Context: an optimization exercise on an open-source flow, tuned for small area, a short achievable clock period and few clock cycles. The choices shown serve that exercise and are no tape-out recipe. In this exercise RTL edits were held to simulation tests only and were not proved equivalent to the original. Power is estimated from default activity; no workload was simulated.

==> flow/design.v <==
module Core(clk,rstn,imem_addr,imem_data,wb_en,wb_rd,wb_data,st_en,st_addr,st_data);
  input clk;
  input rstn;
  output [31:0] imem_addr;
  input  [31:0] imem_data;
  output wb_en;
  output [4:0] wb_rd;
  output [31:0] wb_data;
  output st_en;
  output [4:0] st_addr;
  output [31:0] st_data;
  reg [31:0] pc;
  reg [31:0] id_ins;    
  reg [31:0] id_pc;
  reg [4:0]  ex_rd;     
  reg        ex_wr, ex_ld, ex_st, ex_blt, ex_beq, ex_jal, ex_jalr;
  reg        ex_add, ex_sub, ex_and, ex_or, ex_xor, ex_sll, ex_srl, ex_lui;
  reg        ex_bimm;   
  reg        ex_fa_m, ex_fa_w, ex_fb_m, ex_fb_w;
  reg [31:0] ex_d1, ex_d2, ex_x;
  reg [4:0]  m_rd;      
  reg        m_wr, m_ld, m_st, m_tk;
  reg [31:0] m_val, m_aux;
  reg [4:0]  w_rd;      
  reg        w_wr;
  reg [31:0] w_val;
  reg [31:0] regs [0:31];
  reg [31:0] mem  [0:31];
  wire [4:0] id_rs1 = id_ins[19:15];
  wire [4:0] id_rs2 = id_ins[24:20];
  wire stall = (ex_ld & ((ex_rd == id_rs1) | (ex_rd == id_rs2))) |
               (w_wr  & ((w_rd  == id_rs1) | (w_rd  == id_rs2)));
  wire flush = m_tk;
  assign imem_addr = pc;
  wire [4:0] op = id_ins[4:0];
  wire d_add  = (op == 5'd1);
  wire d_addi = (op == 5'd2);
  wire d_sub  = (op == 5'd3);
  wire d_and  = (op == 5'd4);
  wire d_andi = (op == 5'd5);
  wire d_or   = (op == 5'd6);
  wire d_ori  = (op == 5'd7);
  wire d_xor  = (op == 5'd8);
  wire d_xori = (op == 5'd9);
  wire d_sll  = (op == 5'd10);
  wire d_slli = (op == 5'd11);
  wire d_srl  = (op == 5'd12);
  wire d_srli = (op == 5'd13);
  wire d_lui  = (op == 5'd14);
  wire d_lw   = (op == 5'd15);
  wire d_sw   = (op == 5'd16);
  wire d_blt  = (op == 5'd17);
  wire d_beq  = (op == 5'd18);
  wire d_jal  = (op == 5'd19);
  wire d_jalr = (op == 5'd20);
  wire d_wr = (op != 5'd0) & ((op <= 5'd15) | d_jal | d_jalr);
  wire [31:0] imm_is = {{20{id_ins[31]}}, id_ins[31:20]};
  wire [31:0] imm_iz = {20'b0, id_ins[31:20]};
  wire [31:0] imm_sh = {26'b0, id_ins[25:20]};
  wire [31:0] imm_ss = {{20{id_ins[31]}}, id_ins[31:25], id_ins[11:7]};
  wire [31:0] imm_u  = {id_ins[31:12], 12'b0};
  wire [31:0] imm_j  = {{12{id_ins[31]}}, id_ins[31:12]};
  wire [31:0] pcrel = id_pc + (d_jal ? imm_j : imm_ss);
  wire [31:0] link  = id_pc + 32'd1;
  wire [31:0] d_x = (d_blt | d_beq | d_jal) ? pcrel :
                    (d_andi | d_ori | d_xori) ? imm_iz :
                    (d_slli | d_srli) ? imm_sh :
                    d_lui ? imm_u :
                    d_sw ? imm_ss : imm_is;
  wire [31:0] rd1 = regs[id_rs1];
  wire [31:0] rd2 = regs[id_rs2];
  wire fa_m = ex_wr & (ex_rd == id_rs1);
  wire fa_w = m_wr & (m_rd == id_rs1);
  wire fb_m = ex_wr & (ex_rd == id_rs2) & ~(d_jal | d_jalr);
  wire fb_w = m_wr & (m_rd == id_rs2) & ~(d_jal | d_jalr);
  wire [31:0] a  = ex_fa_m ? m_val : ex_fa_w ? w_val : ex_d1;
  wire [31:0] bf = ex_fb_m ? m_val : ex_fb_w ? w_val : ex_d2;
  wire [31:0] b  = ex_bimm ? ex_x : bf;
  wire        subm = ex_sub | ex_blt;
  wire [32:0] sum  = {1'b0, a} + {1'b0, subm ? ~b : b} + {32'b0, subm};
  wire [31:0] xv   = a ^ b;
  wire        lt   = ~sum[32];
  wire        eq   = (xv == 32'b0);
  wire        shz  = (b[31:5] != 27'b0);
  wire [31:0] shl  = shz ? 32'b0 : (a << b[4:0]);
  wire [31:0] shr  = shz ? 32'b0 : (a >> b[4:0]);
  wire [31:0] result =
      ({32{ex_add | ex_sub}} & sum[31:0]) |
      ({32{ex_and}} & (a & b)) |
      ({32{ex_or }} & (a | b)) |
      ({32{ex_xor}} & xv) |
      ({32{ex_sll}} & shl) |
      ({32{ex_srl}} & shr) |
      ({32{ex_lui}} & ex_x) |
      ({32{ex_jal | ex_jalr}} & bf);
  wire        taken  = ex_jal | ex_jalr | (ex_blt & lt) | (ex_beq & eq);
  wire [31:0] target = ex_jalr ? sum[31:0] : ex_x;
  wire [31:0] aux    = ex_st ? bf : target;
  wire [31:0] ldata = mem[m_val[4:0]];
  always @(posedge clk) begin
    if (~rstn) pc <= 32'b0;
    else if (flush) pc <= m_aux;
    else if (~stall) pc <= pc + 32'd1;
  end
  always @(posedge clk) begin
    if (~rstn | flush) begin
      id_ins <= 32'b0;
      id_pc  <= 32'b0;
    end else if (~stall) begin
      id_ins <= imem_data;
      id_pc  <= pc;
    end
  end
  always @(posedge clk) begin
    if (~rstn | flush | stall) begin
      ex_rd <= 5'b0;
      {ex_wr, ex_ld, ex_st, ex_blt, ex_beq, ex_jal, ex_jalr} <= 7'b0;
      {ex_add, ex_sub, ex_and, ex_or, ex_xor, ex_sll, ex_srl, ex_lui} <= 8'b0;
      ex_bimm <= 1'b0;
      {ex_fa_m, ex_fa_w, ex_fb_m, ex_fb_w} <= 4'b0;
      ex_d1 <= 32'b0;
      ex_d2 <= 32'b0;
      ex_x  <= 32'b0;
    end else begin
      ex_rd <= id_ins[11:7];
      ex_wr <= d_wr;
      ex_ld <= d_lw;
      ex_st <= d_sw;
      ex_blt <= d_blt;
      ex_beq <= d_beq;
      ex_jal <= d_jal;
      ex_jalr <= d_jalr;
      ex_add <= d_add | d_addi | d_lw | d_sw;
      ex_sub <= d_sub;
      ex_and <= d_and | d_andi;
      ex_or  <= d_or | d_ori;
      ex_xor <= d_xor | d_xori;
      ex_sll <= d_sll | d_slli;
      ex_srl <= d_srl | d_srli;
      ex_lui <= d_lui;
      ex_bimm <= d_addi | d_andi | d_ori | d_xori | d_slli | d_srli | d_lw | d_sw | d_jalr;
      ex_fa_m <= fa_m;
      ex_fa_w <= fa_w & ~fa_m;
      ex_fb_m <= fb_m;
      ex_fb_w <= fb_w & ~fb_m;
      ex_d1 <= rd1;
      ex_d2 <= (d_jal | d_jalr) ? link : rd2;
      ex_x  <= d_x;
    end
  end
  always @(posedge clk) begin
    if (~rstn | flush) begin
      m_rd <= 5'b0;
      {m_wr, m_ld, m_st, m_tk} <= 4'b0;
      m_val <= 32'b0;
      m_aux <= 32'b0;
    end else begin
      m_rd <= ex_rd;
      m_wr <= ex_wr;
      m_ld <= ex_ld;
      m_st <= ex_st;
      m_tk <= taken;
      m_val <= result;
      m_aux <= aux;
    end
  end
  always @(posedge clk) begin
    if (~rstn) begin
      w_rd <= 5'b0;
      w_wr <= 1'b0;
      w_val <= 32'b0;
    end else begin
      w_rd <= m_rd;
      w_wr <= m_wr;
      w_val <= m_ld ? ldata : m_val;
    end
  end
  wire [31:0] rf_wd = rstn ? w_val : 32'b0;
  wire [31:0] dm_wd = rstn ? m_aux : 32'b0;
  integer k;
  always @(posedge clk) begin
    for (k = 0; k < 32; k = k + 1) begin
      if (~rstn | (w_wr & (w_rd == k))) regs[k] <= rf_wd;
      if (~rstn | (m_st & (m_val[4:0] == k))) mem[k] <= dm_wd;
    end
  end
  assign wb_en   = w_wr;
  assign wb_rd   = w_rd;
  assign wb_data = w_val;
  assign st_en   = m_st;
  assign st_addr = m_val[4:0];
  assign st_data = m_aux;
endmodule
==> flow/run.sh <==
#!/bin/bash
# synth_recipe.tcl (not shown) runs the flow's synth.tcl, then flattens the netlist and writes it again
# the make line also repeats each setting of config.mk as NAME=value (left out here)
make -C /OpenROAD-flow-scripts/flow DESIGN_CONFIG=/design/flow/config.mk WORK_HOME=/design/flow/orfs CLKGATE_MAP_FILE= SYNTH_SCRIPT=/design/flow/synth_recipe.tcl finish
==> flow/config.mk <==
export PLATFORM = sky130hd
export DESIGN_NAME = Core
export DESIGN_NICKNAME = Core
export VERILOG_FILES = /design/flow/design.v
export SDC_FILE = /design/flow/constraint.sdc
export NUM_CORES = 4
export LEC_CHECK = 0
export CAP_MARGIN = 20
export CORE_MARGIN = 2
export CORE_UTILIZATION = 45
export PLACE_DENSITY = 0.6
export SLEW_MARGIN = 20
==> flow/constraint.sdc <==
create_clock -name core_clock -period 12.0 [get_ports {clk}]
set_input_delay 2.4000 -clock core_clock [delete_from_list [all_inputs] [get_ports {clk}]]
set_output_delay 2.4000 -clock core_clock [all_outputs]
set_load 0.01 [all_outputs]
==> summary.txt <==
==> sequential cells by signal (all words and copies together), names as in the netlist, 5 cells and up <==
register,cells
ex_rd,5
ex_x,32
m_aux,32
ex_d1,32
ex_d2,32
pc,32
m_rd,5
id_ins,30
id_pc,32
w_val,32
w_rd,5
m_val,32
mem,1024
regs,1024
==> worst paths after layout <==
kind	start	endpoint	cells after the start
worst min-delay path	m_val[10]	w_val[10]	2
worst max-delay path	ex_fb_w	m_aux[31]	18
worst min register to register	m_val[10]	w_val[10]	2
worst max register to register	ex_fb_w	m_aux[31]	18
==> per-stage QoR <==
stage	instance area (um^2)	std cells	power (W)	hold slack, ns	utilization
floorplan	103000	7574	0.0108	0.426	-
global placement	109000	10400	0.0117	0.483	0.479
detailed placement	109000	10400	0.0117	0.458	0.479
CTS	117000	10900	0.0191	0.479	0.514
global route	117000	10900	0.0196	0.505	0.515
finish	117000	10900	0.0193	0.482	0.515
==> cell usage after synthesis (37+ instances only) <==
cell	count
edfxtp_1	2048
a221oi_1	543
a22o_1	500
a22oi_1	454
nor2_1	439
clkbuf_1	407
nand2_1	347
dfxtp_1	326
mux2i_1	285
a21oi_1	250
nand4_1	215
o21ai_0	189
nand3_1	160
ha_1	131
nor3_1	107
inv_1	104
and2_1	101
xor2_1	90
xnor2_1	81
a211oi_1	62
buf_2	62
buf_1	55
mux2_2	50
o32a_1	39
a21o_1	38
nor2b_1	37
==> logic make-up after synthesis <==
group	after synthesis	share of synthesized area
multiplexers	345	0.0347
buffers and inverters	650	0.0252
adder cells (fa/ha/maj)	133	0.0163
AO/OA/AOI/OAI	2342	0.175
AND/OR/NAND/NOR	1559	0.0732
XOR/XNOR	171	0.0146
flip-flops	2374	0.661
==> area by class of cell <==
| type | instances | area (um^2) |
|---|---|---|
| fill | 19000 | 110000 |
| sequential | 2374 | 68000 |
| multi-input combinational | 4550 | 33600 |
| clock buffer | 314 | 6380 |
| tap | 3009 | 3760 |
| timing repair buffer | 384 | 3270 |
| clock inverter | 133 | 1520 |
| inverter | 111 | 417 |
| antenna | 31 | 77.6 |
==> layer usage <==
metal	track usage	up-vias
met3	0.153	2091
met5	0.00347	-
met4	0.236	20
met2	0.548	8156
met1	0.505	40500
li1	-	30900
==> power by group through the flow <==
stage                     combinational [W]  clock [W]  sequential [W]
after floorplan                     0.00108          0         0.00967
after global placement              0.00195          0         0.00978
after detailed placement            0.00196          0         0.00979
after CTS                           0.00196    0.00756         0.00962
after global routing                0.00211    0.00789         0.00965
final                               0.00208    0.00757         0.00964
==> critical path, delay by kind of cell (launching register included) <==
| family | cells | cell delay [ns] |
|---|---|---|
| flops | 1 | 0.31 |
| mux | 2 | 0.74 |
| fa+ha+maj | 1 | 0.35 |
| buf+inv | 4 | 1.47 |
| compound gates | 8 | 2.67 |
| simple gates | 2 | 0.45 |
| xor+xnor | 1 | 0.26 |
==> metrics.md <==
| Metric | Value |
|---|---|
| Seq/Total Area, Yosys | 0.661 |
| GPL Wtd Cong | between 1 and 1.5 |
| First-pass GRT wire length | roughly 630000 um |
| FFs w/ async S/R, synth | 0 |
| Syn nets | about 7700 |
| Num ports | roughly 140 |
| Worst Tran Pin Value | 1.36 ns |
| DR DRC count | 0 |
| Crit path launch type | flip-flop |
| Syn Std Cell Area | ~100000 um^2 |
| Yosys cell types | between 80 and 90 |
| Cell Int Power | around 0.014 W |
| Crit path max-delay cell type | o31ai_1 |
| CP dominant cell by count | buf_4 |
| LEAKAGE | between 40 and 50 nW |
| Reg2Reg Setup Slack | 5.62 ns |
| Worst Path Arrival | 7.24 ns |
| ANT nets after route | 0 |
| Maximum fanout along the worst path | 58 |
| Via count | around 82000 |
| Initial antenna violation count | 28 |
| Tmin final | 6.38 ns |
| Yosys warnings | 3 |
| Syn_area_per_cell | 13.6 um^2 |
| Die area | between 200000 and 250000 um^2 |
| Final period util | 0.532 |
| Row Count | between 150 and 200 |
| Synth Flop Type | edfxtp_1 |
| Post-synthesis cell count | about 7600 |
| Hold_buf cts | 0 |
| CP required | between 10 and 15 ns |
| Initial DRT Pass Iterations | 12 |
| Max layer used | met5 |
| Met3 wire len | 74800 um |
| VDD IR max | roughly 0.14 mV |
| Clock share of power | 0.392 |
| Setup Skew | between 0.1 and 0.15 ns |
| H-tree depth | 4 |
| Port Buffers | approximately 140 |
| Most area-consuming cells after synthesis | edfxtp_1 (60%), dfxtp_1 (6.3%), a221oi_1 (4.6%), a22o_1 (4.3%), a22oi_1 (3.3%) |
| DRT Wirelength | 466000 um |
| Worst-path clk slew | 0.07 ns |
| CP Cell Sequence | buf_4 > mux2i_1 > o21ai_0 > a21boi_4 > buf_4 > inv_2 > buf_4 > xnor2_1 > ha_1 > nand2_1 > a2111oi_0 > mux2i_1 > o21ai_1 > a2111oi_1 > o31ai_1 > a21boi_1 > or3_1 > o211ai_1 |
| Vias in the first global route | between 70000 and 80000 |
| Commonest non-fill, non-tap cells in the layout | edfxtp_1 (2048), a221oi_1 (543), a22o_1 (500), a22oi_1 (454), nor2_1 (340) |
| Core Box Area | 227000 um^2 |
| Final Hold Viols | 0 |
| Total Routing Usage GR | 0.389 |
| DIE WIDTH | about 480 um |
| Largest net degree at the start of global routing | ~100 |
| Switching Share | 0.267 |
| Die H | between 400 and 500 um |
| CTS Buf Count | between 200 and 250 |
| Largest area contributor in the netlist | edfxtp_1 |
| Seq pwr share | 0.499 |
| CTS Root Cell | clkbuf_16 |
| Setup WS post-layout | 5.62 ns |
| M1 wire length | 164000 um |
| Worst slew margin | 0.0886 |
| Clk sink count | ~2400 |
| Max_cap viols | 0 |
| Mean number of vias per cell | between 7 and 8 |
| WL/cell | 42.7 um |
| Max Clk Rate | between 150 and 200 MHz |
| CTS tree | yes |
| Met2 WL | roughly 190000 um |
| Nets | around 7800 |
| Unrepaired setup endpoints after global routing | no |
| Status | timing/DRC/antenna clean |
| Setup_tns | 0 ns |
| Post-synth EDFFs | 2048 |
| Dpl hpwl | approximately 260000 um |
| Crit path largest cell delay | 0.70 ns |
| Iter 0 DRT Violations | 17800 |
| Postcts setup bufs | 0 |
| Setup violators final | 0 |
| Later-pin clock latency in the skew report | between 0.9 and 1 ns |
| Layout cell share with drive strength beyond 1 | 0.113 |
| Post-synth top area share | 0.598 |
| Kind of critical path | flip-flop to flip-flop |
| Commonest non-fill, non-tap cell in the layout | edfxtp_1 |
| Pwr Density | approximately 160 nW/um^2 |
| Crit. End Element | flip-flop |
| Post-CTS Resized | 0 |
| Worst Hold Class | flip-flop to flip-flop |
| Area growth syn-to-layout | 13.7% |
| Pre-CTS worst setup slack | just under 6 ns |
| Clk buf depth | 3 |
| Pins over their slew limit | 0 |
| Net switching power | 0.00515 W |
| Initial Utilization | 0.453 |
| Gate power share | 0.108 |
| Gr ovfl total | 0 |
| #FFs+latches synth | roughly 2400 |
Testbench counts, summed over its fixed seeds: cycles 48,142.

[separate check: timing with driven ports]
The results above use ideal ports. As a check the final layout listed here was re-extracted and re-timed, cells and wires unchanged. Step 1 sets driving cells, clkbuf_16 on the clock port and buf_2 on the other inputs (assumed; they add their load-dependent delay and slew). Step 2 moves the port delays by t, midway between the first and last clock arrival at a register: inputs arrive t later, outputs are due t later. That takes back most of the time a late clock gives input paths. Three values: ideal, step 1, step 2; two values: the first two.
shift t [ns]: 0.996
setup slack, ns: 5.617 / 5.617 / 5.617
worst register clock-pin slew, ns: 0.08 / 0.08
worst slew at a driven data input, ns: 0.09
After both steps this run still meets setup and hold. For this run, drivers alone change the setup slack by 0.000 ns; drivers and shift together by 0.000 ns.
